From an optimization exercise on the open Yosys and OpenROAD flow, aimed at small area, a short achievable clock period and few clock cycles per item; shortcuts taken in it are not production practice.
RTL that was checked went through simulation tests only; none was proved equivalent to the original.

==> module milestone1, before the edit <==
module milestone1 (
    input  logic        CLOCK_50_I,
    input  logic        resetn,
    input  logic        M1_start,
    input  logic [15:0] SRAM_read_data,
    output logic [15:0] SRAM_write_data,
    output logic [17:0] SRAM_address,
    output logic        SRAM_we_n,
    output logic        M1_done
);
localparam logic [17:0] U_BASE   = 18'd38400;
localparam logic [17:0] V_BASE   = 18'd57600;
localparam logic [17:0] RGB_BASE = 18'd146944;
logic        run;          
logic        pro_n;        
logic        wr12;         
logic [4:0]  ph;           
logic [7:0]  jc;           
logic [15:0] yc;           
logic [17:0] wa;           
wire odd_slot = jc[0];
logic [7:0] us [0:6];
logic [7:0] vs [0:6];
always_ff @(posedge CLOCK_50_I) begin
    if (run && ph[2]) begin
        if (!odd_slot) begin
            us[0] <= us[2]; us[1] <= us[3]; us[2] <= us[4]; us[3] <= us[5]; us[4] <= us[6];
            us[5] <= SRAM_read_data[15:8]; us[6] <= SRAM_read_data[7:0];
        end else begin
            vs[0] <= vs[2]; vs[1] <= vs[3]; vs[2] <= vs[4]; vs[3] <= vs[5]; vs[4] <= vs[6];
            vs[5] <= SRAM_read_data[15:8]; vs[6] <= SRAM_read_data[7:0];
        end
    end
end
logic use_v;                        
logic c_j0, c_j1, c_j157, c_j158, c_j159, c_odd;    
always_ff @(posedge CLOCK_50_I) begin
    use_v  <= ph[2];
    c_j0   <= (jc == 8'd0);
    c_j1   <= (jc == 8'd1);
    c_j157 <= (jc == 8'd157);
    c_j158 <= (jc == 8'd158);
    c_j159 <= (jc == 8'd159);
    c_odd  <= jc[0];
end
wire [7:0] S0 = use_v ? vs[0] : us[0];
wire [7:0] S1 = use_v ? vs[1] : us[1];
wire [7:0] S2 = use_v ? vs[2] : us[2];
wire [7:0] S3 = use_v ? vs[3] : us[3];
wire [7:0] S4 = use_v ? vs[4] : us[4];
wire [7:0] S5 = use_v ? vs[5] : us[5];
wire [7:0] S6 = use_v ? vs[6] : us[6];
logic [7:0] x0, x1, x2, x3, x4, x5;
always_comb begin
    if (c_j0)        begin x0 = S3; x1 = S3; x2 = S3; x3 = S4; x4 = S5; x5 = S6; end
    else if (c_j1)   begin x0 = S1; x1 = S1; x2 = S2; x3 = S3; x4 = S4; x5 = S5; end
    else if (c_j157) begin x0 = S0; x1 = S1; x2 = S2; x3 = S3; x4 = S4; x5 = S4; end
    else if (c_j158) begin x0 = S1; x1 = S2; x2 = S3; x3 = S4; x4 = S4; x5 = S4; end
    else if (c_j159) begin x0 = S0; x1 = S1; x2 = S2; x3 = S2; x4 = S2; x5 = S2; end
    else if (c_odd)  begin x0 = S0; x1 = S1; x2 = S2; x3 = S3; x4 = S4; x5 = S5; end
    else             begin x0 = S1; x1 = S2; x2 = S3; x3 = S4; x4 = S5; x5 = S6; end
end
logic [8:0] a1, a2, a3;
always_ff @(posedge CLOCK_50_I) begin
    a1 <= x0 + x5;
    a2 <= x1 + x4;
    a3 <= x2 + x3;
end
wire [8:0] fw;                      
m1_filter u_filter (.a1(a1), .a2(a2), .a3(a3), .fs(fw));
logic [7:0] op_y, ylo;
logic [8:0] op_u, op_v;             
wire [7:0] ue = c_odd ? us[2] : us[3];    
wire [7:0] ve = c_odd ? vs[4] : vs[3];    
always_ff @(posedge CLOCK_50_I) begin
    if (ph[1]) begin
        op_y <= SRAM_read_data[15:8];
        ylo  <= SRAM_read_data[7:0];
        op_u <= {ue[7], ~ue[7], ue[6:0]};
        op_v <= {ve[7], ~ve[7], ve[6:0]};
    end
    if (ph[3]) op_u <= fw;
    if (ph[4]) begin
        op_y <= ylo;
        op_v <= fw;
    end
end
wire [7:0] py = op_y;
wire [8:0] pu = op_u;
wire [8:0] pv = op_v;
wire ku = ~pu[8] & ~pu[7];
wire kv = ~pv[8] & ~pv[7];
wire [10:0] tr, tg, tb;             
m1_engine u_engine (.py(py), .pu(pu), .pv(pv), .tr(tr), .tg(tg), .tb(tb));
function automatic [7:0] clip(input [10:0] t, input kill);
    clip = {8{~kill & t[10]}} & ({8{t[9] | t[8]}} | t[7:0]);
endfunction
wire [7:0] cr = clip(tr, kv);
wire [7:0] cg = clip(tg, ku | kv);
wire [7:0] cb = clip(tb, ku);
logic [7:0] b0;
always_ff @(posedge CLOCK_50_I) begin
    if (ph[2]) b0 <= cb;
    if (ph[2])      SRAM_write_data <= {cr, cg};
    else if (ph[0]) SRAM_write_data <= {b0, cr};
    else            SRAM_write_data <= {cg, cb};
end
wire writing = run & pro_n;
wire [15:0] yc3 = yc + 16'd3;
wire [14:0] cw = yc3[15:1];
always_ff @(posedge CLOCK_50_I) begin
    if (!run) begin
        wr12 <= 1'b0;
        jc <= 8'd156;
        yc <= 16'hFFFD;
        wa <= RGB_BASE;
    end else begin
        if ((ph[0] || ph[1]) && wr12) wa <= wa + 18'd1;
        if (ph[2] && writing) wa <= wa + 18'd1;
        if (ph[3]) yc <= yc + 16'd1;
        if (ph[4]) begin
            jc <= c_j159 ? 8'd0 : jc + 8'd1;
            wr12 <= pro_n;
        end
    end
end
always_ff @(posedge CLOCK_50_I or negedge resetn) begin
    if (!resetn) begin
        run <= 1'b0;
        pro_n <= 1'b0;
        ph <= 5'b00001;
        SRAM_address <= 18'd0;
        SRAM_we_n <= 1'b1;
        M1_done <= 1'b0;
    end else if (!run) begin
        if (M1_start && !M1_done) begin
            run <= 1'b1;
            pro_n <= 1'b0;
            ph <= 5'b00001;
            SRAM_address <= U_BASE;
        end
        SRAM_we_n <= 1'b1;
    end else begin
        ph <= {ph[3:0], ph[4]};
        if (ph[0] || ph[1]) begin                  
            SRAM_address <= wa;
            SRAM_we_n <= !wr12;
        end
        if (ph[2]) begin                           
            SRAM_address <= wa;
            if (wr12 && wa == 18'd0) begin
                run <= 1'b0;
                M1_done <= 1'b1;
                SRAM_we_n <= 1'b1;
            end else begin
                SRAM_we_n <= !writing;
            end
        end
        if (ph[3]) begin                           
            SRAM_address <= {2'd0, yc};
            SRAM_we_n <= 1'b1;
        end
        if (ph[4]) begin                           
            SRAM_we_n <= 1'b1;
            if (jc[0]) SRAM_address <= U_BASE + {3'd0, cw};      
            else       SRAM_address <= V_BASE + {3'd0, cw};      
            if (c_j159) pro_n <= 1'b1;
        end
    end
end
endmodule
Settings: LEC_CHECK=0, CAP_MARGIN=20, CORE_MARGIN=2, CORE_UTILIZATION=40, SETUP_SLACK_MARGIN=5, SLEW_MARGIN=20, SYNTH_HIERARCHICAL=1, SYNTH_MINIMUM_KEEP_SIZE=0; clock period 10.5 ns.
run.sh (not shown) runs the stock make flow with config.mk's settings and CLKGATE_MAP_FILE= SYNTH_SCRIPT=/design/flow/synth_recipe.tcl, a recipe that flattens the netlist after the stock synthesis.
Testbench counts at the start, summed over its fixed seeds: cycles 1,152,150, pixels 460,800.
==> next run, changes <==
--- a/flow/design.v
+++ b/flow/design.v
@@ -15,9 +15,11 @@
 localparam logic [17:0] RGB_BASE = 18'd146944;
 logic        run;          
 logic        pro_n;        
-logic        wr12;         
+logic [2:0]  pro;          
+logic        first;        
 logic [4:0]  ph;           
 logic [7:0]  jc;           
+logic [14:0] cw;           
 logic [15:0] yc;           
 logic [17:0] wa;           
 wire odd_slot = jc[0];
@@ -108,21 +110,23 @@
     else            SRAM_write_data <= {cg, cb};
 end
 wire writing = run & pro_n;
-wire [15:0] yc3 = yc + 16'd3;
-wire [14:0] cw = yc3[15:1];
 always_ff @(posedge CLOCK_50_I) begin
     if (!run) begin
-        wr12 <= 1'b0;
+        pro <= 3'd3;
+        first <= 1'b1;
         jc <= 8'd156;
-        yc <= 16'hFFFD;
+        cw <= 15'd0;
+        yc <= 16'd0;
         wa <= RGB_BASE;
     end else begin
-        if ((ph[0] || ph[1]) && wr12) wa <= wa + 18'd1;
+        if ((ph[0] || ph[1]) && writing && !first) wa <= wa + 18'd1;
         if (ph[2] && writing) wa <= wa + 18'd1;
-        if (ph[3]) yc <= yc + 16'd1;
+        if (ph[3] && (writing || pro == 3'd0)) yc <= yc + 16'd1;
         if (ph[4]) begin
-            jc <= c_j159 ? 8'd0 : jc + 8'd1;
-            wr12 <= pro_n;
+            jc <= (jc == 8'd159) ? 8'd0 : jc + 8'd1;
+            if (!jc[0]) cw <= cw + 15'd1;          
+            if (!pro_n) pro <= pro - 3'd1;
+            else first <= 1'b0;
         end
     end
 end
@@ -146,11 +150,11 @@
         ph <= {ph[3:0], ph[4]};
         if (ph[0] || ph[1]) begin                  
             SRAM_address <= wa;
-            SRAM_we_n <= !wr12;
+            SRAM_we_n <= !(writing && !first);
         end
         if (ph[2]) begin                           
             SRAM_address <= wa;
-            if (wr12 && wa == 18'd0) begin
+            if (!first && wa == 18'd0) begin
                 run <= 1'b0;
                 M1_done <= 1'b1;
                 SRAM_we_n <= 1'b1;
@@ -166,7 +170,7 @@
             SRAM_we_n <= 1'b1;
             if (jc[0]) SRAM_address <= U_BASE + {3'd0, cw};      
             else       SRAM_address <= V_BASE + {3'd0, cw};      
-            if (c_j159) pro_n <= 1'b1;
+            if (!pro_n && pro == 3'd0) pro_n <= 1'b1;
         end
     end
 end
Outcome: Global-route usage fell by 0.14 points; setup slack loses 22 ps; routed wire length goes up by a few percent; clock skew rose by 6.9 ps; die area is higher by a few percent; first-iteration DRC count barely changes; cell count grows by a few percent; design area climbs by a few percent; via count is higher by a few percent.
No functional check of the RTL was part of the second run of this note.

[port drivers added, routing unchanged]
Ports are ideal in the flow. The routed layouts listed here were re-timed in OpenROAD.
Step 1 sets driving cells, clkbuf_16 on the clock port and buf_2 on the other inputs (assumed; they add their load-dependent delay and slew).
Step 2 times the ports against the registers' clock, not the clock port: input delays grow and output delays shrink by t, the midpoint of the rising clock arrivals with the driver on.
Three values: ideal ports, drivers, drivers and shift; two values: the first two.
run | t, ns | setup slack, ns | clock arrival spread, ns | pins driven straight from the clock port
the first run | 0.643 | 5.197 / 5.197 / 5.197 | 0.026 / 0.025 | 1
the second run | 0.624 | 5.175 / 5.175 / 5.175 | 0.029 / 0.030 | 1
After both steps every run listed still meets setup and hold.
